This is an optimization exercise on Yosys and OpenROAD, whose aim is small area, a short achievable clock period and few clock cycles per item, not a production implementation. RTL that was checked went through simulation tests only; none was proved equivalent to the original. No functional check of the RTL was part of run 7. Power is estimated from default activity; no workload was simulated.

==> flow/config.mk <==
export PLATFORM = sky130hd
export DESIGN_NAME = udp_ipv4_tx
export DESIGN_NICKNAME = udp_ipv4_tx
export VERILOG_FILES = /design/flow/design.v
export SDC_FILE = /design/flow/constraint.sdc
export NUM_CORES = 4
export LEC_CHECK = 0
export CAP_MARGIN = 20
export CORE_AREA = 2.5 2.5 97.5 97.5
export DIE_AREA = 0 0 100 100
export GPL_TIMING_DRIVEN = 0
export PLACE_DENSITY = 0.7
export SETUP_SLACK_MARGIN = 2.55
export SLEW_MARGIN = 20
export SYNTH_HIERARCHICAL = 1
==> flow/flow/run.sh <==
#!/bin/bash
# Standard ORFS layout (the standard.sh, unchanged synthesis), with the
# port buffers made from the smallest buffer instead of the default choice
# and the pins allowed on every routing track, so a smaller die fits them.
set -euo pipefail
export BUFFER_PORTS_ARGS="-buffer_cell sky130_fd_sc_hd__buf_1"
export PLACE_PINS_ARGS="-min_distance 1 -min_distance_in_tracks"
bash standard.sh synth > synth.log 2>&1
bash standard.sh finish > layout.log 2>&1
==> flow/standard.sh <==
#!/bin/bash
# synth_recipe.tcl (not shown) runs the flow's synth.tcl, then flattens the netlist and writes it again
# the make line also repeats each setting of config.mk as NAME=value (left out here)
make -C /OpenROAD-flow-scripts/flow DESIGN_CONFIG=/design/flow/config.mk WORK_HOME=/design/flow/orfs CLKGATE_MAP_FILE= SYNTH_SCRIPT=/design/flow/synth_recipe.tcl "${@:-finish}"
==> flow/design.v <==
`default_nettype none
`timescale 1 ns / 1 ps
module udp_ipv4_tx (
    input  wire             ap_clk,
    input  wire             ap_rst_n,
    input  wire  [31:0]     my_ip_addr,
    input  wire   [7:0]     ip_protocol,
    input  wire             s_axis_tx_meta_tvalid,
    output wire             s_axis_tx_meta_tready,
    input  wire [255:0]     s_axis_tx_meta_tdata,
    input  wire             s_axis_tx_data_tvalid,
    output wire             s_axis_tx_data_tready,
    input  wire  [63:0]     s_axis_tx_data_tdata,
    input  wire   [7:0]     s_axis_tx_data_tkeep,
    input  wire             s_axis_tx_data_tlast,
    output wire             m_axis_tx_data_tvalid,
    input  wire             m_axis_tx_data_tready,
    output wire   [63:0]    m_axis_tx_data_tdata,
    output wire    [7:0]    m_axis_tx_data_tkeep,
    output wire             m_axis_tx_data_tlast,
    output reg    [31:0]    datagrams_transmitted
);
reg st_h0, st_h1, st_h2, st_h3, st_dat, st_prv, st_ext;
reg st_hdr, st_fix, st_lfix;
reg  [31:0] prev_data;    
reg   [3:1] prev_keep;    
reg         len_zero;     
reg  [13:2] len_r;        
reg         meta_seen;    
wire [31:0] m_dst_ip   = s_axis_tx_meta_tdata[31:0];
wire [15:0] m_dst_port = s_axis_tx_meta_tdata[47:32];
wire [15:0] m_src_port = s_axis_tx_meta_tdata[95:80];
wire [15:0] m_len      = s_axis_tx_meta_tdata[111:96];
wire [15:0] tot_len    = {2'b00, len_r, m_len[1:0]};
wire [15:0] udp_len    = {2'b00, len_r, m_len[1:0]};
wire in_v    = s_axis_tx_data_tvalid;
wire in_last = s_axis_tx_data_tlast;
wire in_k4   = s_axis_tx_data_tkeep[4];
wire rdy     = m_axis_tx_data_tready;
wire n_vreg, n_vdat;
udp_aoi21 u_vreg (.a(st_h0), .b(meta_seen), .c(st_fix), .y(n_vreg));
udp_nand2 u_vdat (.a(st_dat), .b(in_v), .y(n_vdat));
udp_nand2 u_vout (.a(n_vreg), .b(n_vdat), .y(m_axis_tx_data_tvalid));
wire out_hs  = m_axis_tx_data_tvalid & rdy;
wire data_hs = st_dat & in_v & rdy;
assign s_axis_tx_data_tready = st_dat & rdy;
assign s_axis_tx_meta_tready = st_h3 & rdy & (len_zero | in_v);
wire n_lfix, n_ldat;
udp_inv    u_lfix (.a(st_lfix), .y(n_lfix));
udp_nand3b u_ldat (.a_n(in_k4), .b(st_dat), .c(in_last), .y(n_ldat));
udp_nand2  u_lout (.a(n_lfix), .b(n_ldat), .y(m_axis_tx_data_tlast));
assign m_axis_tx_data_tkeep[0]   = 1'b1;
assign m_axis_tx_data_tkeep[3:1] = st_ext ? prev_keep : 3'b111;
wire n_hdr;
udp_inv u_hdr (.a(st_hdr), .y(n_hdr));
genvar i;
for (i = 0; i < 4; i = i + 1) begin : g_keep
    wire n_k;
    udp_nand2 u_k   (.a(st_dat), .b(s_axis_tx_data_tkeep[i]), .y(n_k));
    udp_nand2 u_out (.a(n_hdr), .b(n_k), .y(m_axis_tx_data_tkeep[4+i]));
end
wire [31:0] lo_dst = {m_dst_ip[7:0], m_dst_ip[15:8], m_dst_ip[23:16], m_dst_ip[31:24]};
wire        n_h0;         
wire        n_h01;        
udp_inv  u_n_h0  (.a(st_h0), .y(n_h0));
udp_nor2 u_n_h01 (.a(st_h0), .b(st_h1), .y(n_h01));
for (i = 0; i < 32; i = i + 1) begin : g_lo
    wire n_dst, n_prv;
    udp_nand2 u_dst (.a(st_h2),  .b(lo_dst[i]),    .y(n_dst));
    udp_nand2 u_prv (.a(st_prv), .b(prev_data[i]), .y(n_prv));
    if (i < 8) begin : b0
        if (i < 6) begin : u
            wire n_udp;
            udp_nand2 u_udp (.a(st_h3), .b(udp_len[8+i]), .y(n_udp));
            if (i == 0 || i == 2) begin : c
                udp_nand4 u_out (.a(n_dst), .b(n_prv), .c(n_udp), .d(n_h0),
                                 .y(m_axis_tx_data_tdata[i]));
            end else begin : nc
                udp_nand3 u_out (.a(n_dst), .b(n_prv), .c(n_udp),
                                 .y(m_axis_tx_data_tdata[i]));
            end
        end else if (i == 6) begin : c6
            udp_nand3 u_out (.a(n_dst), .b(n_prv), .c(n_h01),
                             .y(m_axis_tx_data_tdata[i]));
        end else begin : c7
            udp_nand2 u_out (.a(n_dst), .b(n_prv), .y(m_axis_tx_data_tdata[i]));
        end
    end else if (i < 16) begin : b1
        wire n_pro, n_udp;
        udp_nand2 u_pro (.a(st_h1), .b(ip_protocol[i-8]), .y(n_pro));
        udp_nand2 u_udp (.a(st_h3), .b(udp_len[i-8]),     .y(n_udp));
        udp_nand4 u_out (.a(n_dst), .b(n_prv), .c(n_pro), .d(n_udp),
                         .y(m_axis_tx_data_tdata[i]));
    end else if (i < 22) begin : b2
        wire n_tot;
        udp_nand2 u_tot (.a(st_h0), .b(tot_len[i-8]), .y(n_tot));
        udp_nand3 u_out (.a(n_dst), .b(n_prv), .c(n_tot), .y(m_axis_tx_data_tdata[i]));
    end else if (i < 24) begin : b2z
        udp_nand2 u_out (.a(n_dst), .b(n_prv), .y(m_axis_tx_data_tdata[i]));
    end else begin : b3
        wire n_tot;
        udp_nand2 u_tot (.a(st_h0), .b(tot_len[i-24]), .y(n_tot));
        udp_nand3 u_out (.a(n_dst), .b(n_prv), .c(n_tot), .y(m_axis_tx_data_tdata[i]));
    end
end
wire [31:0] hi_ports = {m_dst_port[7:0], m_dst_port[15:8], m_src_port[7:0], m_src_port[15:8]};
for (i = 0; i < 32; i = i + 1) begin : g_hi
    wire n_ip, n_pt, n_dat;
    udp_nand2 u_ip  (.a(st_h1),  .b(my_ip_addr[i]),             .y(n_ip));
    udp_nand2 u_pt  (.a(st_h2),  .b(hi_ports[i]),               .y(n_pt));
    udp_nand2 u_dat (.a(st_dat), .b(s_axis_tx_data_tdata[i]),   .y(n_dat));
    udp_nand3 u_out (.a(n_ip),   .b(n_pt), .c(n_dat),           .y(m_axis_tx_data_tdata[32+i]));
end
wire to_ext = st_dat & in_last & in_k4;
always @(posedge ap_clk) begin
    if (!ap_rst_n) begin
        st_h0   <= 1'b1;
        st_h1   <= 1'b0;
        st_h2   <= 1'b0;
        st_h3   <= 1'b0;
        st_dat  <= 1'b0;
        st_prv  <= 1'b0;
        st_ext  <= 1'b0;
        st_hdr  <= 1'b1;
        st_fix  <= 1'b0;
        st_lfix <= 1'b0;
    end else if (out_hs) begin
        st_h0   <= m_axis_tx_data_tlast;
        st_h1   <= st_h0;
        st_h2   <= st_h1;
        st_h3   <= st_h2;
        st_dat  <= (st_h2 & ~len_zero) | (st_dat & ~in_last);
        st_prv  <= st_dat & (~in_last | in_k4);
        st_ext  <= to_ext;
        st_hdr  <= m_axis_tx_data_tlast | st_h0 | st_h1;
        st_fix  <= st_h0 | st_h1 | (st_h2 & len_zero) | to_ext;
        st_lfix <= (st_h2 & len_zero) | to_ext;
    end
end
always @(posedge ap_clk) begin
    if (data_hs) begin
        prev_data <= s_axis_tx_data_tdata[63:32];
        prev_keep <= s_axis_tx_data_tkeep[7:5];
    end
end
wire        len_u = st_h2 | st_h3;
wire  [3:0] len_lo = {1'b0, m_len[4:2]} + {1'b0, ~len_u, 1'b1, ~len_u};
wire  [8:0] len_ones;      
assign len_ones[0] = 1'b1;
for (i = 1; i < 9; i = i + 1) begin : g_len
    assign len_ones[i] = len_ones[i-1] & m_len[4+i];
end
wire  [8:0] len_inc = {9{len_lo[3]}} & len_ones;
always @(posedge ap_clk) begin
    len_zero  <= (m_len[13:0] == 14'd0);
    len_r     <= {m_len[13:5] ^ len_inc, len_lo[2:0]};
    meta_seen <= ap_rst_n & s_axis_tx_meta_tvalid & ~s_axis_tx_meta_tready;
end
wire [31:0] cnt_ones;
assign cnt_ones[0] = 1'b1;
for (i = 1; i < 32; i = i + 1) begin : g_cnt
    assign cnt_ones[i] = cnt_ones[i-1] & datagrams_transmitted[i-1];
end
always @(posedge ap_clk) begin
    if (!ap_rst_n)
        datagrams_transmitted <= 32'd0;
    else
        datagrams_transmitted <= datagrams_transmitted ^
                                 ({32{out_hs & m_axis_tx_data_tlast}} & cnt_ones);
end
endmodule
module udp_nand2 (input wire a, input wire b, output wire y);
assign y = ~(a & b);
endmodule
module udp_nand3 (input wire a, input wire b, input wire c, output wire y);
assign y = ~(a & b & c);
endmodule
module udp_nand4 (input wire a, input wire b, input wire c, input wire d, output wire y);
assign y = ~(a & b & c & d);
endmodule
module udp_inv (input wire a, output wire y);
assign y = ~a;
endmodule
module udp_nor2 (input wire a, input wire b, output wire y);
assign y = ~(a | b);
endmodule
module udp_nand3b (input wire a_n, input wire b, input wire c, output wire y);
assign y = ~(~a_n & b & c);
endmodule
module udp_aoi21 (input wire a, input wire b, input wire c, output wire y);
assign y = ~((a & b) | c);
endmodule
==> flow/constraint.sdc <==
create_clock -name core_clock -period 5.0 [get_ports {ap_clk}]
set_input_delay 1.0000 -clock core_clock [delete_from_list [all_inputs] [get_ports {ap_clk}]]
set_output_delay 1.0000 -clock core_clock [all_outputs]
set_load 0.01 [all_outputs]
==> results by group, run 1 <==
Outcome
  – Status: finished clean

Floorplan
  – Die Y: 100 um
  – Rows: 34
  – Core Box Area: 0.008721 sq mm
  – Die area: 0.01000 sq mm
  – Die X: 100 um
  – Initial Utilization: 0.5343
  – Ports: 482

Clock tree
  – Root Buffer: clkbuf_8
  – Worst-Skew Late Latency: about 350 ps
  – CTS tree: done
  – CTS clk-pin slew, worst paths: 70 ps
  – CTS sink cnt: 91
  – Max Root-Sink Buffers: 2
  – # H-tree levels: 3
  – Num CTS Buffers: 9

Setup path
  – CP startpoint kind: input pin
  – CP most frequent cell: buf_6
  – CP max FO: 3
  – Worst path slowest cell: nand3b_1
  – WP data arrival: 1460 ps
  – Worst EP required: 4000 ps
  – Crit path capture type: output pin
  – CP Class: input pin to output pin
  – CP bufs+invs: 2
  – Worst stage delay on the critical path: between 150 and 200 ps
  – Crit-path cells: buf_6 > nand3b_1 > nand2_2 > buf_6
  – CP top delay family: simple AND/OR/NAND/NOR gates

Synthesis
  – Ys Warns: 7
  – Seq/Total Area, Yosys: 0.4662
  – Cell variety after synth: 37
  – Syn Nets: 960
  – Cells after Synth: 581
  – Count of state elements after synthesis: 91
  – Post-synthesis cell area: 0.004659 sq mm
  – Ys flop type: dfxtp_1
  – Post-synth EDFFs: 35
  – Avg Inst Size Synth: 8.020 sq um
  – Asr flop ratio synth: 0

Route
  – Vias post-DR: 5447
  – Drt first pass iters: 5
  – Final wirelength: 16730 um
  – Post-detailed-route count of antenna-violating nets: 0
  – DR vias/cell: 5.325
  – WL per Instance: 16.36 um
  – Drt drc: 0
  – Initial DRC count: ~280

Global route
  – Antenna violations before repair: 1
  – Vias in the first global route: 5052
  – Global-route wire length before repair: roughly 25000 um
  – Largest net degree at the start of global routing: 44
  – Total gr overflow: 0
  – Gr usage total: 0.3159

Cells and area
  – Layout cell share with drive strength beyond 1: 0.07777
  – Final nets: 1287
  – # fillers: 691
  – Post-Route Utilization: 0.7372
  – Area Overhead vs Synth: 37.97%

Pwr
  – PwrDens: between 200 and 250 mW/mm^2
  – VDD IR-drop max: 174.0 uV
  – Leak Pwr: 0.002422 uW

Hold path
  – Worst hold path type: flip-flop to flip-flop

Timing
  – Fin crit period: 2464 ps
  – Fin crit share: 0.4927
  – Final-report hold violation count: 0
  – Setup Viol. Count Final: 0
  – F_max: about 0.4 GHz
  – Setup tns final: 0 ps
  – RSZ-0062 raised after global routing: yes
  – Skew final: 13.07 ps
  – Max-slew violations: 0

Placed design
  – HPWL after detailed placement: roughly 12000 um
  – Port Buf Inserts: between 300 and 400
  – GPL Wtd Cong: ~0.90

Job
  – Max-cap violations: 0
==> synthesized netlist by cell type, types with 7 or more instances <==
master | number | area [sq um]
dfxtp_1 | 56 | 1121
inv_1 | 9 | 33.78
nand4_1 | 19 | 118.9
and2_1 | 26 | 162.7
nand3_1 | 65 | 325.3
nand2_1 | 243 | 912.1
edfxtp_1 | 35 | 1051
o21ai_0 | 8 | 40.04
nand2b_1 | 9 | 56.30
nor2_1 | 7 | 26.28
xor2_1 | 10 | 87.58
xnor2_1 | 21 | 183.9
clkbuf_1 | 8 | 30.03
==> where the power goes <==
| part | internal (uW) | leakage [uW] | switching (uW) | total [uW] |
|---|---|---|---|---|
| clock network | 217 | 0.000100 | 262 | 479 |
| logic | 93.3 | 0.00155 | 119 | 213 |
| registers | 779 | 0.000775 | 15.2 | 795 |
==> what timing repair did <==
item,in CTS,in global routing
setup buffers,10,3
gates resized for setup,25,14
endpoints found under the setup margin,85,34
pin swaps,3,2
hold buffers,0,0
==> per-module statistics from Yosys, one instance, submodules excluded <==
module	flops+latches	area, sq um	cells
udp_nor2	0	3.754	1
udp_nand3b	0	7.507	1
udp_aoi21	0	8.758	1
udp_nand4	0	6.256	1
udp_ipv4_tx	91	3522	304
udp_nand3	0	5.005	1
udp_inv	0	3.754	1
udp_nand2	0	3.754	1
==> metal layers <==
metal  up-vias  global-route usage  wire (um)
met2       324              0.5256       7707
li1       2625                   -          -
met3        51              0.1121       2239
met1      2447              0.3671       6108
met5         -                   0          0
met4         0              0.1435        677
==> placed cells by master, fill, tap and decap left out, drive strengths merged, types with 12 or more instances in the layout <==
cell	instances
and2	26
buf	312
clkbuf	27
dfxtp	56
edfxtp	35
inv	12
nand2	244
nand3	66
nand4	19
xnor2	21
==> sequential cells by signal (all words and copies together) (netlist names) <==
name,cells
datagrams_transmitted,32
len_r,12
len_zero,1
meta_seen,1
prev_data,32
prev_keep,3
st_dat,1
st_ext,1
st_fix,1
st_h0,1
st_h1,1
st_h2,1
st_h3,1
st_hdr,1
st_lfix,1
st_prv,1
==> through the flow <==
stage,hold slack (ps),setup WS (ps),total power (uW),area (sq um),instances
detailed placement,480.9,2195,1004,5976,992
finish,487.3,2536,1486,6429,1023
global placement,467.6,1945,1000,5941,991
floorplan,454.8,2532,896.9,4672,581
CTS,491.8,2521,1486,6359,1018
global route,530.1,2517,1541,6426,1022
==> kinds of logic (layout without fill, tap and decap cells) <==
group,after synthesis,count (layout),synth area share
buffers and inverters,20,352,0.01745
adder cells (fa/ha/maj),5,5,0.01343
XOR/XNOR,31,31,0.05827
flip-flops,91,91,0.4662
other,1,3,0.0008048
AO/OA/AOI/OAI,32,32,0.04592
AND/OR/NAND/NOR,401,401,0.3980
==> tightest hold or removal path, stage by stage (launching register included) <==
cell	delay, ps
dfxtp_1	320
nand2_1	50
a21boi_0	70
==> layout make-up <==
type | count | area, sq um | share of cell area
flip-flops and latches | 91 | 2192 | 0.3410
clock inverters | 4 | 30.03 | 0.004671
multi-input cells | 470 | 2440 | 0.3795
well taps | 108 | 135.1 | 0.02102
plain buffers | 11 | 50.05 | 0.007785
diodes | 2 | 5.005 | 0.0007785
inverters | 9 | 33.78 | 0.005255
clock buffers | 12 | 157.7 | 0.02452
repair buffers | 316 | 1385 | 0.2155
==> worst paths after layout <==
| path | startpoint | endpoint | slack (ps) | cells after the start |
|---|---|---|---|---|
| setup / recovery | s_axis_tx_data_tkeep[4] | m_axis_tx_data_tlast | 2540 | 4 |
| hold / removal | st_fix$_SDFFE_PN0P_ | st_fix$_SDFFE_PN0P_ | 490 | 2 |
| setup reg to reg | st_h2$_SDFFE_PN0P_ | len_r[13]$_DFF_P_ | 2710 | 9 |
| hold reg to reg | st_fix$_SDFFE_PN0P_ | st_fix$_SDFFE_PN0P_ | 490 | 2 |
Testbench counts, summed over its fixed seeds: cycles 93,634, packets 4,800.
==> run 2, diff against run 1 <==
--- a/flow/config.mk
+++ b/flow/config.mk
@@ -10,3 +10,3 @@
 export DIE_AREA = 0 0 100 100
-export GPL_TIMING_DRIVEN = 0
+export GPL_ROUTABILITY_DRIVEN = 0
 export PLACE_DENSITY = 0.7
==> run 2 against run 1 <==
Still clean; first-iteration DRC count down 17%; sequential share of layout area up 0.47 points; maximum frequency up 0.47%; synthesized area unchanged; clock skew about the same; wire length down 7.1%; global-route usage down 2.0 points; utilization down 1.1 points; cell area down 1.5%; sequential power about the same; sequential cell count unchanged; die area unchanged.
==> results by group, run 2 <==
Setup path
  – Worst EP required: 4000 ps
  – CP Class: input pin to output pin
  – Worst stage delay on the critical path: ~230 ps
  – CP startpoint kind: input pin
  – Crit path capture type: output pin
  – CP endpoint: s_axis_tx_meta_tready
  – Setup crit start: s_axis_tx_data_tvalid
  – Crit-path cells: buf_6 > o211a_4 > buf_6
  – CP top delay family: compound AO/OA/AOI/OAI gates
  – Crit Reg-Reg Endpoint: datagrams_transmitted[24]$_SDFF_PN0_
  – FF-to-FF setup slack: approximately 2800 ps
  – CP most frequent cell: buf_6
  – Reg2reg start: st_dat$_SDFFE_PN0P_
  – WP data arrival: 1450 ps
  – CP max FO: 3
  – Critical Path Stages: 3
  – CP bufs+invs: 2
  – R2R depth: 9
  – Worst path slowest cell: o211a_4

Timing
  – Setup Viol. Count Final: 0
  – RSZ-0062 raised after global routing: yes
  – Hold slack final: between 400 and 500 ps
  – Worst Tran Pin Value: 830.8 ps
  – F_max: 0.4078 GHz
  – Setup tns final: 0 ps
  – Fin crit period: 2452 ps
  – Max-slew headroom: 0.4462
  – Final-report hold violation count: 0
  – Skew final: approximately 13 ps
  – Fin worst setup slack: 2548 ps
  – Max-slew violations: 0
  – Fin crit share: 0.4904

Cells and area
  – Commonest non-fill, non-tap cell in the layout: buf_1
  – Layout cell share with drive strength beyond 1: 0.07412
  – Regs by FF count: datagrams_transmitted (32), prev_data (32), len_r (12)
  – Area Overhead vs Synth: 35.85%
  – Most frequent cells in the layout: 283 x buf_1, 239 x nand2_1, 64 x nand3_1
  – Final nets: 1278

Route
  – DR vias/cell: 5.143
  – WL per Instance: 15.34 um
  – Post-detailed-route count of antenna-violating nets: 0
  – Final wirelength: 15550 um
  – Initial DRC count: 229
  – Drt first pass iters: 5
  – Drt drc: 0
  – Vias post-DR: 5215

Pwr
  – VDD IR-drop max: 162.6 uV
  – PwrDens: 225.4 mW/mm^2
  – Leak Pwr: ~0.0024 uW

Synthesis
  – Commonest cells post-synth: 243 x nand2_1, 65 x nand3_1, 56 x dfxtp_1
  – Ys Warns: 7
  – Leading post-synthesis cells by cell area: dfxtp_1 24%, edfxtp_1 23%, nand2_1 20%
  – Cell variety after synth: 37
  – Count leader, synth: nand2_1
  – Syn Nets: 960
  – Post-synth EDFFs: 35
  – Share of the synthesized area in the top cell type: 0.2406
  – Seq/Total Area, Yosys: 0.4662
  – Count of state elements after synthesis: 91
  – Post-synthesis cell area: 0.004659 sq mm
  – Largest area contributor in the netlist: dfxtp_1
  – Avg Inst Size Synth: about 8.0 sq um
  – Cells after Synth: 581
  – Ys flop type: dfxtp_1
  – Asr flop ratio synth: 0

Floorplan
  – Ports: 482
  – Die X: 100 um
  – Core Box Area: 0.008721 sq mm
  – Die area: approximately 0.01 sq mm
  – Die Y: about 100 um
  – Initial Utilization: 0.5343
  – Rows: 34

Clock tree
  – Num CTS Buffers: 9
  – Worst-Skew Late Latency: 360 ps
  – CTS clk-pin slew, worst paths: roughly 80 ps
  – CTS tree: done
  – CTS sink cnt: just over 90
  – Max Root-Sink Buffers: 2
  – Root Buffer: clkbuf_8
  – # H-tree levels: 3

Global route
  – Global-route wire length before repair: roughly 23000 um
  – Gr usage total: 0.2957
  – Met3 GRT Util: 0.1045
  – Antenna violations before repair: 1
  – Vias in the first global route: between 4000 and 5000
  – Most used routing layer: met2
  – Largest net degree at the start of global routing: between 50 and 60
  – Global-route track usage on met2: 0.4904
  – Total gr overflow: 0
  – M1 GR Usage: 0.3500

Outcome
  – Status: finished clean

Placed design
  – Port Buf Inserts: 302
  – Setup WS pre-CTS: 1800 ps
  – HPWL after detailed placement: 11400 um

Hold path
  – Worst hold path type: flip-flop to flip-flop

Job
  – Max-cap violations: 0
[run 2: logic make-up after synthesis]
logic type | synth area share
AOI/OAI and AO/OA | 0.04592
xor gates and xnor gates | 0.05827
adders and majority gates | 0.01343
buffers and inverters | 0.01745
DFF | 0.4662
other | 0.0008048
and+or+nand+nor | 0.3980
[run 2: how the worst min path moves through the flow]
stage                                                     from                                    to  cells after the start
final                     datagrams_transmitted[31]$_SDFF_PN0_  datagrams_transmitted[31]$_SDFF_PN0_                      2
after global routing                       st_fix$_SDFFE_PN0P_                   st_fix$_SDFFE_PN0P_                      2
after CTS                 datagrams_transmitted[31]$_SDFF_PN0_  datagrams_transmitted[31]$_SDFF_PN0_                      2
after detailed placement  datagrams_transmitted[31]$_SDFF_PN0_  datagrams_transmitted[31]$_SDFF_PN0_                      2
after global placement                     st_fix$_SDFFE_PN0P_                   st_fix$_SDFFE_PN0P_                      2
after floorplan                            st_fix$_SDFFE_PN0P_                   st_fix$_SDFFE_PN0P_                      2
[run 2: layout make-up]
type                    instances  area, sq um
diodes                          2        5.005
clock buffers                  12        135.1
clock inverters                 4        27.53
fillers                       729         2391
inverters                       9        33.78
multi-input cells             470         2456
flip-flops and latches         91         2188
well taps                     108        135.1
repair buffers                318         1349
[run 2: worst reg2reg max path: cells and delay by family (launching register included)]
family / cells / cell delay [ps]
buf+inv: 2 / 490
compound gates: 2 / 280
simple gates: 5 / 990
flops: 1 / 320
[run 2: timing repair]
| action | 4_1_cts | 5_1_grt |
|---|---|---|
| endpoints found under the setup margin | 97 | 49 |
| resized for setup | 33 | 14 |
| setup buffers | 8 | 4 |
| hold buffers | 0 | 0 |
| pin swaps | 4 | 1 |
[run 2: power breakdown]
part | switching, uW | total (uW) | internal (uW) | leakage, uW
clock network | 246 | 427 | 181 | 0.0000742
logic | 114 | 206 | 91.9 | 0.00153
registers | 13.7 | 793 | 780 | 0.000774
total | 374 | 1430 | 1050 | 0.00238
[run 2: per-layer routing]
layer  part of all wire  routed length, um  up-vias
li1                   -                  -     2607
met1               0.39               6019     2319
met2               0.47               7257      262
met3               0.12               1940       27
met4              0.021                334        0
met5                  0                  0        -
[run 2: stage by stage]
| stage | total power, uW | cells | util | area [sq um] |
|---|---|---|---|---|
| 2_1_floorplan | 896.9 | 581 | - | 4672 |
| 5_1_grt | 1486 | 1013 | 0.7255 | 6327 |
| 4_1_cts | 1433 | 1008 | 0.7169 | 6252 |
| 3_5_place_dp | 1002 | 984 | 0.6795 | 5926 |
| 6_report | 1426 | 1014 | 0.7258 | 6330 |
| 3_3_place_gp | 998.8 | 984 | 0.6793 | 5924 |
[run 2: modules after synthesis, one instance, submodules excluded]
| module | area, sq um | copies in the design |
|---|---|---|
| udp_inv | 3.754 | 3 |
| udp_ipv4_tx | 3522 | 1 |
| udp_nand4 | 6.256 | 10 |
| udp_nand2 | 3.754 | 210 |
| udp_nor2 | 3.754 | 1 |
| udp_nand3b | 7.507 | 1 |
| udp_aoi21 | 8.758 | 1 |
| udp_nand3 | 5.005 | 51 |
==> run 3, diff against run 2 <==
--- a/flow/config.mk
+++ b/flow/config.mk
@@ -10,3 +10,2 @@
 export DIE_AREA = 0 0 100 100
-export GPL_ROUTABILITY_DRIVEN = 0
 export PLACE_DENSITY = 0.7
==> run 3 against run 2 <==
Sequential cell count is the same; clock power is essentially flat; still clean; sequential share of layout area is the same; largest cell class unchanged; global-route usage is the same; first-iteration DRC count is the same; wire length is the same; critical path depth is the same; critical endpoint unchanged.
==> results by group, run 3 <==
Cells and area
  – Fin area: between 0.006 and 0.007 sq mm
  – Regs by FF count: datagrams_transmitted (32), prev_data (32), len_r (12)
  – Area Overhead vs Synth: 35.85%
  – Final nets: 1278
  – Layout cell share with drive strength beyond 1: 0.07412
  – Most frequent cells in the layout: 283 x buf_1, 239 x nand2_1, 64 x nand3_1
  – # fillers: about 730
  – Commonest non-fill, non-tap cell in the layout: buf_1
  – Multi-input logic area: 0.002456 sq mm
  – Register area: approximately 0.0022 sq mm
  – Post-Route Utilization: 0.7258

Clock tree
  – Num CTS Buffers: 9
  – CTS sink cnt: 91
  – Max Root-Sink Buffers: 2
  – CTS tree: done
  – CTS clk-pin slew, worst paths: 80 ps
  – Worst-Skew Late Latency: 360 ps
  – Root Buffer: clkbuf_8
  – # H-tree levels: 3

Synthesis
  – Post-synth EDFFs: 35
  – Count of state elements after synthesis: 91
  – Syn Nets: 960
  – Cells after Synth: ~580
  – Ys Warns: 7
  – Commonest cells post-synth: 243 x nand2_1, 65 x nand3_1, 56 x dfxtp_1
  – Ys flop type: dfxtp_1
  – Seq/Total Area, Yosys: 0.4662
  – Post-synthesis cell area: 0.004659 sq mm
  – Leading post-synthesis cells by cell area: dfxtp_1 24%, edfxtp_1 23%, nand2_1 20%
  – Largest area contributor in the netlist: dfxtp_1
  – Share of the synthesized area in the top cell type: 0.2406
  – Asr flop ratio synth: 0
  – Count leader, synth: nand2_1
  – Cell variety after synth: 37
  – Avg Inst Size Synth: 8.020 sq um

Route
  – Post-detailed-route count of antenna-violating nets: 0
  – Final wirelength: between 15000 and 20000 um
  – WL per Instance: between 15 and 20 um
  – Drt first pass iters: 5
  – Drt drc: 0
  – DR vias/cell: 5.143
  – Vias post-DR: 5215
  – Initial DRC count: 229

Setup path
  – CP Class: input pin to output pin
  – Crit path capture type: output pin
  – Worst path slowest cell: o211a_4
  – CP top delay family: compound AO/OA/AOI/OAI gates
  – CP bufs+invs: 2
  – CP most frequent cell: buf_6
  – CP startpoint kind: input pin
  – Worst stage delay on the critical path: 230 ps
  – Crit-path cells: buf_6 > o211a_4 > buf_6
  – Worst EP required: 4000 ps
  – WP data arrival: approximately 1500 ps
  – CP max FO: 3

Global route
  – Total gr overflow: 0
  – Antenna violations before repair: 1
  – Largest net degree at the start of global routing: 51
  – Global-route wire length before repair: between 20000 and 25000 um
  – Vias in the first global route: 4776
  – Gr usage total: 0.2957

Floorplan
  – Initial Utilization: 0.5343
  – Die area: roughly 0.01 sq mm
  – Die Y: 100 um
  – Core Box Area: ~0.0087 sq mm
  – Die X: ~100 um
  – Rows: 34
  – Ports: 482

Timing
  – Max-slew headroom: 0.4462
  – Hold slack final: approximately 490 ps
  – Worst Tran Pin Value: 830.8 ps
  – Final-report hold violation count: 0
  – F_max: 0.4078 GHz
  – Fin crit share: 0.4904
  – RSZ-0062 raised after global routing: yes
  – Max-slew violations: 0
  – Setup tns final: 0 ps
  – Setup Viol. Count Final: 0
  – Skew final: 13.18 ps
  – Fin crit period: between 2000 and 2500 ps

Pwr
  – Leak Pwr: ~0.0024 uW
  – PwrDens: 225.4 mW/mm^2
  – VDD IR-drop max: approximately 160 uV

Placed design
  – GPL Wtd Cong: around 0.90
  – Port Buf Inserts: 302
  – HPWL after detailed placement: between 10000 and 15000 um
  – DP Area: 0.005926 sq mm

Outcome
  – Status: finished clean

Job
  – Max-cap violations: 0

Hold path
  – Worst hold path type: flip-flop to flip-flop
==> run 3: cell counts after synthesis <==
No cell type changed its count.
==> run 3: kinds of logic (layout without fill, tap and decap cells) <==
| family | count (synthesis) | count (layout) | synth area share |
|---|---|---|---|
| and+or+nand+nor | 401 | 401 | 0.3980 |
| buffers and inverters | 20 | 343 | 0.01745 |
| xor gates and xnor gates | 31 | 31 | 0.05827 |
| AOI/OAI and AO/OA | 32 | 32 | 0.04592 |
| DFF | 91 | 91 | 0.4662 |
| other | 1 | 3 | 0.0008048 |
| adders and majority gates | 5 | 5 | 0.01343 |
==> run 3: metrics by stage <==
step / setup WS (ps) / total power, uW / std cells
detailed placement: 1800 / 1002 / 984
floorplan: 2532 / 896.9 / 581
global placement: 1890 / 998.8 / 984
global route: 2510 / 1486 / 1013
CTS: 2519 / 1433 / 1008
finish: 2548 / 1426 / 1014
==> run 3: per-layer routing <==
layer | track usage | vias to the layer above | share of wire
li1 | - | 2607 | -
met1 | 0.3500 | 2319 | 0.39
met2 | 0.4904 | 262 | 0.47
met3 | 0.1045 | 27 | 0.12
met4 | 0.1227 | 0 | 0.021
met5 | 0 | - | 0
==> run 3: path summary, 6_finish.rpt <==
check | start | endpoint | cells past startpoint | slack (ps)
min | datagrams_transmitted[31]$_SDFF_PN0_ | datagrams_transmitted[31]$_SDFF_PN0_ | 2 | 490
max reg2reg | st_dat$_SDFFE_PN0P_ | datagrams_transmitted[24]$_SDFF_PN0_ | 9 | 2810
min reg2reg | datagrams_transmitted[31]$_SDFF_PN0_ | datagrams_transmitted[31]$_SDFF_PN0_ | 2 | 490
max | s_axis_tx_data_tvalid | s_axis_tx_meta_tready | 3 | 2550
==> run 3: layout make-up <==
| class | count | share of cell area |
|---|---|---|
| multi-input combinational | 470 | 0.3880 |
| sequential | 91 | 0.3457 |
| timing repair buffer | 318 | 0.2131 |
| clock buffer | 12 | 0.02135 |
| tap | 108 | 0.02135 |
| inverter | 9 | 0.005337 |
| clock inverter | 4 | 0.004349 |
| antenna | 2 | 0.0007907 |
==> run 3: worst register-to-register path: cells and delay by family (launching register included) <==
family                 cells  cell delay [ps]
AO/OA/AOI/OAI              2              280
buffers and inverters      2              490
flip-flops                 1              320
AND/OR/NAND/NOR            5              990
==> run 3: timing repair <==
item | in CTS | in global routing
pin swaps | 4 | 1
hold buffers | 0 | 0
buffers inserted | 8 | 4
hold endpoints to repair | 0 | 0
cloned | 0 | 0
setup endpoints to repair | 97 | 49
resized for setup | 33 | 14
==> run 3: power breakdown <==
group          internal, uW  switching, uW  total, uW  leakage (uW)
Sequential              780           13.7        793      0.000774
Clock                   181            246        427     0.0000742
Combinational          91.9            114        206       0.00153
==> run 3: Yosys stat by module (local to each module, per instance) <==
module / cells inside / flip-flops and latches / area (sq um) / times used
udp_inv: 1 / 0 / 3.754 / 3
udp_nand2: 1 / 0 / 3.754 / 210
udp_nand3: 1 / 0 / 5.005 / 51
udp_aoi21: 1 / 0 / 8.758 / 1
udp_nand4: 1 / 0 / 6.256 / 10
udp_nor2: 1 / 0 / 3.754 / 1
udp_ipv4_tx: 304 / 91 / 3522 / 1
udp_nand3b: 1 / 0 / 7.507 / 1
==> run 4, diff against run 3 <==
--- a/flow/config.mk
+++ b/flow/config.mk
@@ -11,3 +11,3 @@
 export PLACE_DENSITY = 0.7
-export SETUP_SLACK_MARGIN = 2.55
+export SETUP_SLACK_MARGIN = 2.58
 export SLEW_MARGIN = 20
==> run 4 against run 3 <==
Maximum frequency decreased by 0.71%; non-clock buffer count increased by 1; clock skew decreased by 0.70 ps; hold slack improved by 7.0 ps; cell area increased by 1.6%; combinational power increased by 5%; wire length decreased by 0.17%; register-to-register slack improved by 40 ps; utilization increased by 1.1 points; sequential cell count unchanged; critical path type unchanged; clock power increased by 11%.
==> results by group, run 4 <==
Outcome
  – Status: finished clean

Timing
  – Fin crit share: 0.4939
  – Fin crit period: 2470 ps
  – Final-report hold violation count: 0
  – Skew final: 12.48 ps
  – Setup Viol. Count Final: 0
  – Max-slew violations: 0
  – Setup tns final: 0 ps
  – Hold slack final: around 490 ps
  – F_max: 0.4049 GHz
  – RSZ-0062 raised after global routing: yes

Floorplan
  – Ports: 482
  – Die X: 100 um
  – Initial Utilization: 0.5343
  – Rows: 34
  – Die Y: around 100 um
  – Die area: 0.01000 sq mm
  – Core Box Area: 0.008721 sq mm

Pwr
  – Clock network fraction of total power: 0.319
  – PwrDens: about 230 mW/mm^2
  – VDD IR-drop max: between 150 and 200 uV
  – Internal cell power: ~1100 uW
  – Reg power frac: 0.535
  – Sw Share: 0.2549
  – Leak Pwr: 0.002478 uW
  – Psw: 378.0 uW
  – Comb pwr share: 0.146

Route
  – Metal-1 WL: 6025 um
  – Metal3 WL: between 1500 and 2000 um
  – Final wirelength: 15530 um
  – Vias post-DR: 5362
  – DR vias/cell: roughly 5.3
  – Met2 wire length: 6952 um
  – WL per Instance: approximately 15 um
  – Highest routed metal layer: met4
  – Initial DRC count: between 200 and 250
  – Post-detailed-route count of antenna-violating nets: 0
  – Drt drc: 0
  – Drt first pass iters: 4

Cells and area
  – Multi-input logic area: 0.002470 sq mm
  – Post-Route Utilization: 0.7372
  – # fillers: about 720
  – Final nets: approximately 1300
  – Most frequent cells in the layout: 267 x buf_1, 237 x nand2_1, 62 x nand3_1
  – Regs by FF count: datagrams_transmitted (32), prev_data (32), len_r (12)
  – Commonest non-fill, non-tap cell in the layout: buf_1
  – Area Overhead vs Synth: 37.97%
  – Layout cell share with drive strength beyond 1: 0.09724
  – Register area: 0.002188 sq mm

Clock tree
  – Root Buffer: clkbuf_8
  – CTS clk-pin slew, worst paths: 90 ps
  – Max Root-Sink Buffers: 2
  – Worst-Skew Late Latency: about 350 ps
  – CTS sink cnt: 91
  – # H-tree levels: 3
  – Num CTS Buffers: 9
  – CTS tree: done

Setup path
  – FF-to-FF setup slack: 2850 ps
  – CP Class: input pin to output pin
  – R2R depth: 8
  – Crit path capture type: output pin
  – Crit Reg-Reg Endpoint: len_r[13]$_DFF_P_
  – Worst stage delay on the critical path: 160 ps
  – Worst EP required: 4000 ps
  – CP top delay family: simple AND/OR/NAND/NOR gates
  – CP startpoint kind: input pin
  – WP data arrival: ~1500 ps
  – Crit-path cells: buf_6 > nand3b_1 > nand2_2 > buf_6
  – CP most frequent cell: buf_6
  – CP max FO: 3
  – CP bufs+invs: 2
  – Reg2reg start: st_h2$_SDFFE_PN0P_
  – Worst path slowest cell: nand3b_1

Synthesis
  – Share of the synthesized area in the top cell type: 0.2406
  – Cells after Synth: just under 600
  – Seq/Total Area, Yosys: 0.4662
  – Post-synth EDFFs: 35
  – Avg Inst Size Synth: 8.020 sq um
  – Cell variety after synth: 37
  – Ys Warns: 7
  – Count leader, synth: nand2_1
  – Count of state elements after synthesis: 91
  – Post-synthesis cell area: 0.004659 sq mm
  – Leading post-synthesis cells by cell area: dfxtp_1 24%, edfxtp_1 23%, nand2_1 20%
  – Syn Nets: 960
  – Ys flop type: dfxtp_1
  – Asr flop ratio synth: 0
  – Commonest cells post-synth: 243 x nand2_1, 65 x nand3_1, 56 x dfxtp_1
  – Largest area contributor in the netlist: dfxtp_1

Global route
  – Global-route wire length before repair: 23020 um
  – Largest net degree at the start of global routing: 51
  – Total gr overflow: 0
  – Antenna violations before repair: 0
  – Gr usage total: 0.2893
  – Vias in the first global route: roughly 4800

Hold path
  – Worst hold path type: flip-flop to flip-flop
  – Hold Path Cell Cnt: 2
  – Hold_sp: datagrams_transmitted[31]$_SDFF_PN0_
  – Hold EP: datagrams_transmitted[31]$_SDFF_PN0_

Job
  – Max-cap violations: 0

Placed design
  – Port Buf Inserts: about 300
  – HPWL after detailed placement: 11420 um
  – GPL Wtd Cong: 0.8897
-- run 4: modules after synthesis (local to each module, per instance) --
module / flip-flops and latches / copies in the design / cells
udp_nor2: 0 / 1 / 1
udp_inv: 0 / 3 / 1
udp_nand2: 0 / 210 / 1
udp_ipv4_tx: 91 / 1 / 304
udp_nand3b: 0 / 1 / 1
udp_nand3: 0 / 51 / 1
udp_nand4: 0 / 10 / 1
udp_aoi21: 0 / 1 / 1
-- run 4: kinds of logic after synthesis --
| family | after synthesis | synth area share |
|---|---|---|
| other cells | 1 | 0.0008048 |
| compound gates | 32 | 0.04592 |
| flops | 91 | 0.4662 |
| buf+inv | 20 | 0.01745 |
| fa+ha+maj | 5 | 0.01343 |
| xor+xnor | 31 | 0.05827 |
| simple gates | 401 | 0.3980 |
-- run 4: layout make-up --
type	instances	area share
Timing Repair Buffer	319	0.2197
Tap cell	108	0.02102
Sequential cell	91	0.3404
Inverter	9	0.005255
Clock buffer	10	0.01985
Multi-Input combinational cell	470	0.3842
Antenna cell	2	0.0007785
Clock inverter	6	0.008758
-- run 4: through the flow --
stage	cells	cell area (sq um)	worst slack (ps)	total power, uW
global placement	985	5933	1865	1000
detailed placement	985	5934	1794	1004
CTS	1008	6284	2485	1485
finish	1015	6429	2530	1483
global route	1013	6424	2508	1549
floorplan	581	4674	2568	897.1
-- run 4: per-layer routing --
layer,vias to the layer above,track usage
met5,-,0
met4,0,0.1476
met3,44,0.08983
met2,319,0.4703
met1,2401,0.3469
li1,2598,-
-- run 4: power by group through the flow --
stage / combinational [uW] / sequential [uW] / clock, uW
2_1_floorplan: 84.1 / 813 / 0
3_3_place_gp: 188 / 812 / 0
3_5_place_dp: 193 / 812 / 0
4_1_cts: 206 / 793 / 485
5_1_grt: 236 / 795 / 517
6_report: 216 / 793 / 473
-- run 4: worst max path at each step --
stage,start,endpoint,cells past startpoint
CTS,s_axis_tx_data_tkeep[4],datagrams_transmitted[20]$_SDFF_PN0_,8
global route,s_axis_tx_data_tkeep[4],m_axis_tx_data_tlast,4
detailed placement,s_axis_tx_data_tvalid,datagrams_transmitted[20]$_SDFF_PN0_,8
floorplan,s_axis_tx_data_tkeep[4],datagrams_transmitted[29]$_SDFF_PN0_,8
finish,s_axis_tx_data_tkeep[4],m_axis_tx_data_tlast,4
global placement,s_axis_tx_data_tvalid,datagrams_transmitted[20]$_SDFF_PN0_,8
-- run 4: worst reg2reg max path: stages (launching register included) --
cell and delay, ps:
dfxtp_4 380, buf_4 220, nor2_1 90, ha_1 330, o21ai_0 120, a21oi_1 280
and3_1 310, nand4_1 150, xnor2_1 160
-- run 4: timing repair --
action / in CTS / in global routing
pin swaps: 3 / 4
gates cloned: 1 / 0
hold buffers: 0 / 0
setup buffers: 6 / 5
resized for setup: 33 / 42
endpoints found under the setup margin: 94 / 63
==> run 5, diff against run 4 <==
--- a/flow/config.mk
+++ b/flow/config.mk
@@ -11,3 +11,3 @@
 export PLACE_DENSITY = 0.7
-export SETUP_SLACK_MARGIN = 2.58
+export SETUP_SLACK_MARGIN = 2.6
 export SLEW_MARGIN = 20
==> run 5 against run 4 <==
Clock skew down 0.77 ps; synthesized cell count is the same; synthesized area stayed put; sequential cell count did not move; critical endpoint unchanged.
==> results by group, run 5 <==
Route
  – Metal3 WL: ~1800 um
  – Drt drc: 0
  – Post-detailed-route count of antenna-violating nets: 0
  – DR vias/cell: about 5.3
  – Met2 wire length: 7054 um
  – WL per Instance: 15.38 um
  – Highest routed metal layer: met4
  – Vias post-DR: 5367
  – Drt first pass iters: 5
  – Metal-1 WL: 6154 um
  – Initial DRC count: 279
  – Final wirelength: 15610 um

Timing
  – Skew final: 11.70 ps
  – F_max: 0.4044 GHz
  – RSZ-0062 raised after global routing: yes
  – Max-slew violations: 0
  – Hold slack final: 495.5 ps
  – Fin worst setup slack: around 2500 ps
  – Final-report hold violation count: 0
  – Fin crit period: approximately 2500 ps
  – Fin crit share: 0.4946
  – Setup Viol. Count Final: 0
  – Setup tns final: 0 ps

Synthesis
  – Cell variety after synth: 37
  – Ys flop type: dfxtp_1
  – Count leader, synth: nand2_1
  – Largest area contributor in the netlist: dfxtp_1
  – Commonest cells post-synth: 243 x nand2_1, 65 x nand3_1, 56 x dfxtp_1
  – Leading post-synthesis cells by cell area: dfxtp_1 24%, edfxtp_1 23%, nand2_1 20%
  – Cells after Synth: between 500 and 600
  – Post-synth EDFFs: 35
  – Seq/Total Area, Yosys: 0.4662
  – Ys Warns: 7
  – Post-synthesis cell area: 0.004659 sq mm
  – Asr flop ratio synth: 0
  – Avg Inst Size Synth: around 8 sq um
  – Count of state elements after synthesis: 91
  – Syn Nets: 960
  – Share of the synthesized area in the top cell type: 0.2406

Pwr
  – Leak Pwr: between 0.002 and 0.003 uW
  – VDD IR-drop max: 157.7 uV
  – PwrDens: 229.2 mW/mm^2
  – Tot Pwr: 1492 uW

Cells and area
  – Regs by FF count: datagrams_transmitted (32), prev_data (32), len_r (12)
  – Commonest non-fill, non-tap cell in the layout: buf_1
  – Most frequent cells in the layout: 248 x buf_1, 235 x nand2_1, 58 x nand3_1
  – Post-Route Utilization: 0.7462
  – Layout cell share with drive strength beyond 1: 0.1249
  – Final nets: 1279
  – Area Overhead vs Synth: 39.66%

Floorplan
  – Core Box Area: 0.008721 sq mm
  – Die X: 100 um
  – Rows: 34
  – Initial Utilization: 0.5343
  – Die Y: 100 um
  – Ports: 482
  – Die area: about 0.010 sq mm

Clock tree
  – # H-tree levels: 3
  – CTS tree: done
  – CTS sink cnt: 91
  – Worst-Skew Late Latency: between 300 and 400 ps
  – Num CTS Buffers: 9
  – CTS clk-pin slew, worst paths: approximately 90 ps
  – CTS Hold Bufs: 0
  – Root Buffer: clkbuf_8
  – Max Root-Sink Buffers: 2

Global route
  – Global-route wire length before repair: 23140 um
  – Antenna violations before repair: 0
  – Gr usage total: 0.2903
  – Largest net degree at the start of global routing: 51
  – Vias in the first global route: 4796
  – Total gr overflow: 0

Setup path
  – Worst stage delay on the critical path: around 160 ps
  – CP startpoint kind: input pin
  – Crit-path cells: buf_6 > nand3b_1 > nand2_2 > buf_6
  – CP Class: input pin to output pin
  – CP bufs+invs: 2
  – Crit path capture type: output pin
  – Worst EP required: about 4000 ps
  – Worst path slowest cell: nand3b_1
  – CP max FO: 3
  – CP top delay family: simple AND/OR/NAND/NOR gates
  – WP data arrival: 1470 ps
  – CP most frequent cell: buf_6

Hold path
  – Worst hold path type: flip-flop to flip-flop

Placed design
  – HPWL after detailed placement: 11420 um
  – GPL Wtd Cong: 0.8897
  – Port Buf Inserts: around 300
  – Setup WS pre-CTS: 1794 ps

Job
  – Max-cap violations: 0

Outcome
  – Status: finished clean
[run 5: where the power goes]
part	switching, uW	total (uW)	internal, uW
clock network	248	475	227
logic	119	223	104
registers	13.7	793	780
[run 5: worst min-delay path: stages, from the launching register on]
cell      delay (ps)
dfxtp_1          330
o21ai_0           70
a21boi_1          60
[run 5: path summary, 6_finish.rpt]
kind / from / end / slack (ps) / cells past startpoint
worst min register to register: datagrams_transmitted[31]$_SDFF_PN0_ / datagrams_transmitted[31]$_SDFF_PN0_ / 500 / 2
worst max-delay path: s_axis_tx_data_tkeep[4] / m_axis_tx_data_tlast / 2530 / 4
worst max register to register: st_h2$_SDFFE_PN0P_ / len_r[13]$_DFF_P_ / 2840 / 8
worst min-delay path: datagrams_transmitted[31]$_SDFF_PN0_ / datagrams_transmitted[31]$_SDFF_PN0_ / 500 / 2
[run 5: what timing repair did]
action | in CTS | in global routing
resized for setup | 43 | 67
hold endpoints to repair | 0 | 0
setup endpoints to repair | 96 | 83
pin swaps | 6 | 9
cloned | 1 | 0
setup buffers | 6 | 5
[run 5: kinds of logic after synthesis]
family | synth area share
simple gates | 0.3980
flops | 0.4662
compound gates | 0.04592
xor+xnor | 0.05827
buf+inv | 0.01745
fa+ha+maj | 0.01343
other cells | 0.0008048
[run 5: cell type report]
type                            count  area (sq um)
Fill cell                         712          2213
Tap cell                          108         135.1
Multi-Input combinational cell    470          2495
Clock buffer                       10         127.6
Sequential cell                    91          2188
Timing Repair Buffer              319          1466
Clock inverter                      6         56.30
Inverter                            9         33.78
Antenna cell                        2         5.005
[run 5: modules after synthesis (local to each module, per instance)]
module | cell area, sq um | flip-flops and latches | copies in the design | cells
udp_inv | 3.754 | 0 | 3 | 1
udp_nand4 | 6.256 | 0 | 10 | 1
udp_nor2 | 3.754 | 0 | 1 | 1
udp_nand2 | 3.754 | 0 | 210 | 1
udp_aoi21 | 8.758 | 0 | 1 | 1
udp_nand3b | 7.507 | 0 | 1 | 1
udp_nand3 | 5.005 | 0 | 51 | 1
udp_ipv4_tx | 3522 | 91 | 1 | 304
[run 5: per-stage QoR]
stage	instance area (sq um)	cells
after floorplan	4674	581
after global placement	5933	985
after detailed placement	5934	985
after CTS	6306	1008
after global routing	6502	1013
final	6507	1015
[run 5: per-layer routing]
| layer | track usage | vias up |
|---|---|---|
| met2 | 0.4724 | 292 |
| li1 | - | 2597 |
| met5 | 0 | - |
| met1 | 0.3478 | 2434 |
| met4 | 0.1476 | 0 |
| met3 | 0.09053 | 44 |
==> run 6, diff against run 5 <==
--- a/flow/config.mk
+++ b/flow/config.mk
@@ -8,6 +8,6 @@
 export CAP_MARGIN = 20
-export CORE_AREA = 2.5 2.5 97.5 97.5
-export DIE_AREA = 0 0 100 100
+export CORE_AREA = 2.5 2.5 102.5 102.5
+export DIE_AREA = 0 0 105 105
 export PLACE_DENSITY = 0.7
-export SETUP_SLACK_MARGIN = 2.6
+export SETUP_SLACK_MARGIN = 2.55
 export SLEW_MARGIN = 20
==> run 6 against run 5 <==
Highest routed layer unchanged; synthesized cell count is the same; non-clock buffer count shrank 2; still clean; cell area shrank 1.9%; largest power group unchanged; largest cell class unchanged; global-route usage shrank 2.3 points; critical path type unchanged.
==> results by group, run 6 <==
Floorplan
  – Ports: 482
  – Initial Utilization: 0.4789
  – Rows: 36
  – Die area: 0.01103 sq mm
  – Die X: 105 um
  – Die Y: 105 um
  – Core Box Area: about 0.01 sq mm

Clock tree
  – Root Buffer: clkbuf_8
  – Worst-Skew Late Latency: 360 ps
  – Max Root-Sink Buffers: 2
  – CTS tree: done
  – CTS sink cnt: between 90 and 100
  – CTS clk-pin slew, worst paths: around 80 ps
  – CTS Hold Bufs: 0
  – # H-tree levels: 3
  – Num CTS Buffers: 9

Setup path
  – CP max FO: 4
  – Worst stage delay on the critical path: 160 ps
  – Worst EP required: 4000 ps
  – R2R depth: 9
  – WP data arrival: roughly 1500 ps
  – CP Class: input pin to output pin
  – CP bufs+invs: 2
  – CP top delay family: simple AND/OR/NAND/NOR gates
  – Worst path slowest cell: nand3b_1
  – Crit path capture type: output pin
  – Crit-path cells: buf_1 > nand3b_1 > nand2_2 > buf_6
  – CP startpoint kind: input pin
  – Critical Path Stages: 4

Synthesis
  – Cells after Synth: between 500 and 600
  – Share of the synthesized area in the top cell type: 0.2406
  – Post-synth EDFFs: 35
  – Cell variety after synth: 37
  – Count of state elements after synthesis: 91
  – Ys flop type: dfxtp_1
  – Largest area contributor in the netlist: dfxtp_1
  – Commonest cells post-synth: 243 x nand2_1, 65 x nand3_1, 56 x dfxtp_1
  – Avg Inst Size Synth: between 8 and 9 sq um
  – Syn Nets: 960
  – Count leader, synth: nand2_1
  – Seq/Total Area, Yosys: 0.4662
  – Ys Warns: 7
  – Post-synthesis cell area: ~0.0047 sq mm
  – Asr flop ratio synth: 0
  – Leading post-synthesis cells by cell area: dfxtp_1 24%, edfxtp_1 23%, nand2_1 20%

Placed design
  – HPWL after detailed placement: 11250 um
  – GPL Wtd Cong: 0.8565
  – DP Area: 0.005957 sq mm
  – Port Buf Inserts: 302
  – # placed instances: 1009

Cells and area
  – Commonest non-fill, non-tap cell in the layout: buf_1
  – Post-Layout Cell Count: 1035
  – Layout cell share with drive strength beyond 1: 0.06430
  – Post-Route Utilization: 0.6563
  – Regs by FF count: datagrams_transmitted (32), prev_data (32), len_r (12)
  – Antenna diodes: 0
  – Final nets: roughly 1300
  – Fin area: roughly 0.0064 sq mm
  – Most frequent cells in the layout: 288 x buf_1, 239 x nand2_1, 65 x nand3_1
  – Area Overhead vs Synth: 37.03%

Route
  – WL per Instance: between 15 and 20 um
  – Drt first pass iters: 8
  – Initial DRC count: 631
  – Vias post-DR: 5411
  – Final wirelength: 15650 um
  – Drt drc: 0
  – Post-detailed-route count of antenna-violating nets: 0
  – DR vias/cell: about 5.2

Timing
  – Final-report hold violation count: 0
  – Skew final: 14.18 ps
  – Setup Viol. Count Final: 0
  – F_max: 0.4033 GHz
  – Fin crit period: 2480 ps
  – Max-slew violations: 0
  – RSZ-0062 raised after global routing: yes
  – Setup tns final: 0 ps
  – Fin crit share: 0.4959

Pwr
  – VDD IR-drop max: 183.1 uV
  – PwrDens: 233.8 mW/mm^2
  – Leak Pwr: around 0.0024 uW

Global route
  – Vias in the first global route: 5031
  – Antenna violations before repair: 0
  – Total gr overflow: 0
  – Gr usage total: 0.2675
  – Largest net degree at the start of global routing: 51
  – Global-route wire length before repair: 23910 um

Hold path
  – Hold Path Cell Cnt: 2
  – Worst hold path type: flip-flop to flip-flop

Outcome
  – Status: finished clean

Job
  – Max-cap violations: 0
==> run 6: cell counts after synthesis <==
No cell type changed its count.
==> run 6: cell type report <==
type / count / area (sq um)
multi-input combinational: 470 / 2459
fill: 890 / 3344
tap: 133 / 166.4
inverter: 9 / 33.78
clock buffer: 12 / 145.1
clock inverter: 3 / 41.29
timing repair buffer: 317 / 1351
sequential: 91 / 2188
==> run 6: per-layer routing <==
layer / track usage / up-vias / share of wire
li1: - / 2595 / -
met1: 0.3285 / 2437 / 0.41
met2: 0.4350 / 302 / 0.46
met3: 0.06931 / 77 / 0.087
met4: 0.1344 / 0 / 0.042
met5: 0 / - / 0
==> run 6: power by group <==
group | internal [uW] | switching (uW) | total, uW
logic | 94.0 | 118 | 212
clock network | 241 | 247 | 488
registers | 780 | 13.8 | 793
total | 1110 | 378 | 1490
==> run 6: modules after synthesis (local to each module, per instance) <==
module	cells inside	cell area, sq um	flops+latches	times used
udp_aoi21	1	8.758	0	1
udp_nand2	1	3.754	0	210
udp_nand3b	1	7.507	0	1
udp_nand4	1	6.256	0	10
udp_ipv4_tx	304	3522	91	1
udp_nand3	1	5.005	0	51
udp_nor2	1	3.754	0	1
udp_inv	1	3.754	0	3
==> run 6: logic make-up (layout without fill, tap and decap cells) <==
logic type,Yosys count,in the layout,synth area share
AOI/OAI and AO/OA,32,32,0.04592
buffers and inverters,20,341,0.01745
DFF,91,91,0.4662
other,1,1,0.0008048
adders and majority gates,5,5,0.01343
xor gates and xnor gates,31,31,0.05827
and+or+nand+nor,401,401,0.3980
==> run 6: worst paths after layout <==
path	from	end	slack [ps]
min	datagrams_transmitted[31]$_SDFF_PN0_	datagrams_transmitted[31]$_SDFF_PN0_	490
min reg2reg	datagrams_transmitted[31]$_SDFF_PN0_	datagrams_transmitted[31]$_SDFF_PN0_	490
max reg2reg	st_dat$_SDFFE_PN0P_	datagrams_transmitted[31]$_SDFF_PN0_	2720
max	s_axis_tx_data_tkeep[4]	m_axis_tx_data_tlast	2520
==> run 6: stage by stage <==
step / hold WS [ps] / setup WS, ps / power [uW]
2_1_floorplan: 454.8 / 2532 / 896.9
3_3_place_gp: 467.5 / 1872 / 997.8
3_5_place_dp: 479.8 / 1744 / 1003
4_1_cts: 491.8 / 2512 / 1498
5_1_grt: 520.6 / 2497 / 1551
6_report: 485.1 / 2520 / 1493
==> run 6: worst min-delay path, delay by kind of cell, from the launching register on <==
family | cells | cell delay, ps
compound gates | 2 | 130
flops | 1 | 320
==> run 6: repair_timing <==
| item | in CTS | in global routing |
|---|---|---|
| endpoints found under the hold margin | 0 | 0 |
| buffers inserted | 8 | 2 |
| resized for setup | 29 | 10 |
| setup endpoints to repair | 94 | 61 |
| pin swaps | 6 | 4 |
| gates cloned | 0 | 1 |
==> run 7, diff against run 6 <==
--- a/flow/design.v
+++ b/flow/design.v
@@ -107,7 +107,6 @@
 for (i = 0; i < 32; i = i + 1) begin : g_hi
-    wire n_ip, n_pt, n_dat;
-    udp_nand2 u_ip  (.a(st_h1),  .b(my_ip_addr[i]),             .y(n_ip));
-    udp_nand2 u_pt  (.a(st_h2),  .b(hi_ports[i]),               .y(n_pt));
-    udp_nand2 u_dat (.a(st_dat), .b(s_axis_tx_data_tdata[i]),   .y(n_dat));
-    udp_nand3 u_out (.a(n_ip),   .b(n_pt), .c(n_dat),           .y(m_axis_tx_data_tdata[32+i]));
+    wire n_hdr, n_dat;
+    udp_a22oi u_hdr (.a1(st_h1), .a2(my_ip_addr[i]), .b1(st_h2), .b2(hi_ports[i]), .y(n_hdr));
+    udp_nand2 u_dat (.a(st_dat), .b(s_axis_tx_data_tdata[i]), .y(n_dat));
+    udp_nand2 u_out (.a(n_hdr),  .b(n_dat), .y(m_axis_tx_data_tdata[32+i]));
 end
@@ -192 +191,4 @@
 endmodule
+module udp_a22oi (input wire a1, input wire a2, input wire b1, input wire b2, output wire y);
+assign y = ~((a1 & a2) | (b1 & b2));
+endmodule
--- a/flow/config.mk
+++ b/flow/config.mk
@@ -8,4 +8,4 @@
 export CAP_MARGIN = 20
-export CORE_AREA = 2.5 2.5 102.5 102.5
-export DIE_AREA = 0 0 105 105
+export CORE_AREA = 2.5 2.5 97.5 97.5
+export DIE_AREA = 0 0 100 100
 export PLACE_DENSITY = 0.7
==> run 7 against run 6 <==
Cell count shrank 5.0%; clock-buffer cell count increased by 2; non-clock buffer count increased by 3; combinational power up 13%; register-to-register slack better by 20 ps; setup slack worse by 0.82 ps; synthesized cell count shrank 5.7%; sequential power about the same; sequential share of layout area is 0.29 points lower.
==> results by group, run 7 <==
Synthesis
  – Commonest cells post-synth: 206 x nand2_1, 56 x dfxtp_1, 35 x edfxtp_1
  – Cells after Synth: between 500 and 600
  – Ys flop type: dfxtp_1
  – Share of the synthesized area in the top cell type: 0.2405
  – Asr flop ratio synth: 0
  – Count leader, synth: nand2_1
  – Largest area contributor in the netlist: dfxtp_1
  – Post-synthesis cell area: 0.004662 sq mm
  – Cell variety after synth: 35
  – Leading post-synthesis cells by cell area: dfxtp_1 24%, edfxtp_1 23%, nand2_1 17%
  – Seq/Total Area, Yosys: 0.4659
  – Ys Warns: 7
  – Count of state elements after synthesis: 91
  – Avg Inst Size Synth: around 8.5 sq um
  – Syn Nets: about 930
  – Post-synth EDFFs: 35

Clock tree
  – # H-tree levels: 3
  – CTS clk-pin slew, worst paths: 80 ps
  – Root Buffer: clkbuf_8
  – Worst-Skew Late Latency: 350 ps
  – Num CTS Buffers: 9
  – CTS sink cnt: 91
  – CTS tree: done
  – Max Root-Sink Buffers: 2

Route
  – DR vias/cell: 5.302
  – Vias post-DR: 5212
  – Initial DRC count: ~220
  – Final wirelength: approximately 15000 um
  – Post-detailed-route count of antenna-violating nets: 0
  – Drt first pass iters: 5
  – Drt drc: 0
  – WL per Instance: 15.75 um

Placed design
  – GPL Wtd Cong: between 0.8 and 0.9
  – HPWL after detailed placement: 11090 um
  – Port Buf Inserts: 302
  – DP Area: between 0.005 and 0.006 sq mm

Cells and area
  – Fin area: 0.006440 sq mm
  – Layout cell share with drive strength beyond 1: 0.1355
  – Regs by FF count: datagrams_transmitted (32), prev_data (32), len_r (12)
  – Area Overhead vs Synth: 38.14%
  – Commonest non-fill, non-tap cell in the layout: buf_1
  – Final nets: 1245
  – Most frequent cells in the layout: 265 x buf_1, 202 x nand2_1, 51 x dfxtp_1

Setup path
  – Crit Reg-Reg Endpoint: datagrams_transmitted[24]$_SDFF_PN0_
  – WP data arrival: 1480 ps
  – Setup crit start: s_axis_tx_data_tkeep[4]
  – FF-to-FF setup slack: approximately 2700 ps
  – CP startpoint kind: input pin
  – CP max FO: 3
  – Worst EP required: about 4000 ps
  – Reg2reg start: datagrams_transmitted[8]$_SDFF_PN0_
  – R2R depth: 6
  – CP Class: input pin to output pin
  – Crit path capture type: output pin

Hold path
  – Hold Path Cell Cnt: 2
  – Worst hold path type: flip-flop to flip-flop
  – Hold_sp: st_fix$_SDFFE_PN0P_
  – Hold EP: st_fix$_SDFFE_PN0P_

Job
  – Max-cap violations: 0

Timing
  – Setup tns final: 0 ps
  – F_max: 0.4032 GHz
  – Fin crit share: 0.4961
  – Final-report hold violation count: 0
  – RSZ-0062 raised after global routing: yes
  – Fin crit period: 2480 ps
  – Skew final: 11.86 ps
  – Max-slew headroom: 0.5255
  – Setup Viol. Count Final: 0
  – Max-slew violations: 0
  – Worst Tran Pin Value: 707.9 ps

Floorplan
  – Ports: between 400 and 500
  – Die Y: 100 um
  – Die X: 100 um
  – Die area: 0.01000 sq mm
  – Initial Utilization: 0.5346
  – Rows: 34
  – Core Box Area: 0.008721 sq mm

Global route
  – Total gr overflow: 0
  – Global-route wire length before repair: 23670 um
  – Vias in the first global route: 4862
  – Gr usage total: 0.2987
  – Antenna violations before repair: 2
  – Largest net degree at the start of global routing: 43

Pwr
  – Leak Pwr: roughly 0.0024 uW
  – Tot Pwr: 1532 uW
  – PwrDens: 238.0 mW/mm^2
  – VDD IR-drop max: 164.5 uV

Outcome
  – Status: finished clean
[run 7: changes by cell type in the layout (fill, tap and decap cells not counted), sizes merged, moves of 10 or more]
cell	delta
nand2	-38
nand3	-34
a22oi	+32
nor2	+25
clkbuf	+23
and2	-21
buf	-18
a21oi	+14
xor2	+11
xnor2	-10
[run 7: logic make-up (layout without fill, tap and decap cells)]
family	Yosys count	in the layout	synth area share
AO/OA/AOI/OAI	65	65	0.1256
AND/OR/NAND/NOR	329	329	0.3113
XOR/XNOR	32	32	0.06012
other	1	5	0.0008044
buffers and inverters	25	348	0.02281
flip-flops	91	91	0.4659
adder cells (fa/ha/maj)	5	5	0.01342
[run 7: timing repair]
item                       CTS  global route
gates cloned                 0             0
hold buffers                 0             0
gates resized for setup     24            37
pin swaps                    3             5
setup endpoints to repair   85            47
setup buffers               12             2
[run 7: metrics by stage]
stage / util / std cells / hold WS [ps] / worst slack, ps
floorplan: - / 548 / 447.5 / 2535
detailed placement: 0.6798 / 949 / 466.7 / 1766
CTS: 0.7275 / 977 / 479.5 / 2489
finish: 0.7385 / 983 / 483.9 / 2520
global route: 0.7379 / 981 / 524.5 / 2511
global placement: 0.6765 / 948 / 456.0 / 1818
[run 7: report_power, final]
part	internal, uW	leakage, uW	switching, uW	total (uW)
combinational	110	0.00154	129	239
clock	253	0.000109	248	501
sequential	780	0.000774	13.0	793
total	1140	0.00242	390	1530
[run 7: how the worst max path moves through the flow]
stage | slack [ps] | to
2_1_floorplan | 2530 | datagrams_transmitted[28]$_SDFF_PN0_
3_3_place_gp | 1820 | datagrams_transmitted[24]$_SDFF_PN0_
3_5_place_dp | 1770 | datagrams_transmitted[24]$_SDFF_PN0_
4_1_cts | 2490 | m_axis_tx_data_tlast
5_1_grt | 2510 | m_axis_tx_data_tlast
6_report | 2520 | m_axis_tx_data_tlast
[run 7: Yosys stat by module (local to each module, per instance)]
module | cells | cell area [sq um]
udp_nand3b | 1 | 7.507
udp_aoi21 | 1 | 8.758
udp_nor2 | 1 | 3.754
udp_inv | 1 | 3.754
udp_ipv4_tx | 303 | 3405
udp_nand2 | 1 | 3.754
udp_nand3 | 1 | 5.005
udp_nand4 | 1 | 6.256
udp_a22oi | 1 | 12.51
[run 7: worst max-delay path, stage by stage]
cell      delay [ps]
buf_6            100
nand3b_1         160
nand2_2          110
buf_6            110
[run 7: per-layer routing]
layer | track usage | share of wire
met5 | 0 | 0
met4 | 0.1362 | 0.027
met3 | 0.08008 | 0.11
met2 | 0.5023 | 0.47
met1 | 0.3587 | 0.39
[run 7: cell type report]
type	instances	area [sq um]
timing repair buffer	320	1443
antenna	4	10.01
tap	108	135.1
fill	695	2281
clock inverter	2	12.51
clock buffer	14	193.9
multi-input combinational	432	2412
sequential	91	2188
inverter	12	45.04

## re-timing with driven ports
Ports are ideal in the flow. The routed layouts listed here were re-timed in OpenROAD.
Step 1 assumes that a clkbuf_16 drives the clock port and a buf_2 every other input.
Step 2, shift: input delay + t, output delay - t, t = (earliest + latest rising clock arrival at the registers) / 2. This alone moves slack from input paths to output paths.
Three values: ideal ports, drivers, drivers and shift; two values: the first two.
run | t, ns | setup WS [ns] | clock arrival spread, ns | worst data-port slew with drivers (ns)
run 1 | 0.379 | 2.536 / 2.467 / 2.268 | 0.019 / 0.019 | 0.10
run 2 | 0.385 | 2.548 / 2.483 / 2.272 | 0.013 / 0.013 | 0.09
run 3 | 0.385 | 2.548 / 2.483 / 2.272 | 0.013 / 0.013 | 0.09
run 4 | 0.377 | 2.530 / 2.482 / 2.282 | 0.012 / 0.012 | 0.10
run 5 | 0.379 | 2.527 / 2.478 / 2.280 | 0.012 / 0.013 | 0.10
run 6 | 0.384 | 2.520 / 2.471 / 2.258 | 0.015 / 0.015 | 0.07
run 7 | 0.377 | 2.520 / 2.472 / 2.252 | 0.012 / 0.012 | 0.09
After both steps setup and hold are still met in every run listed.
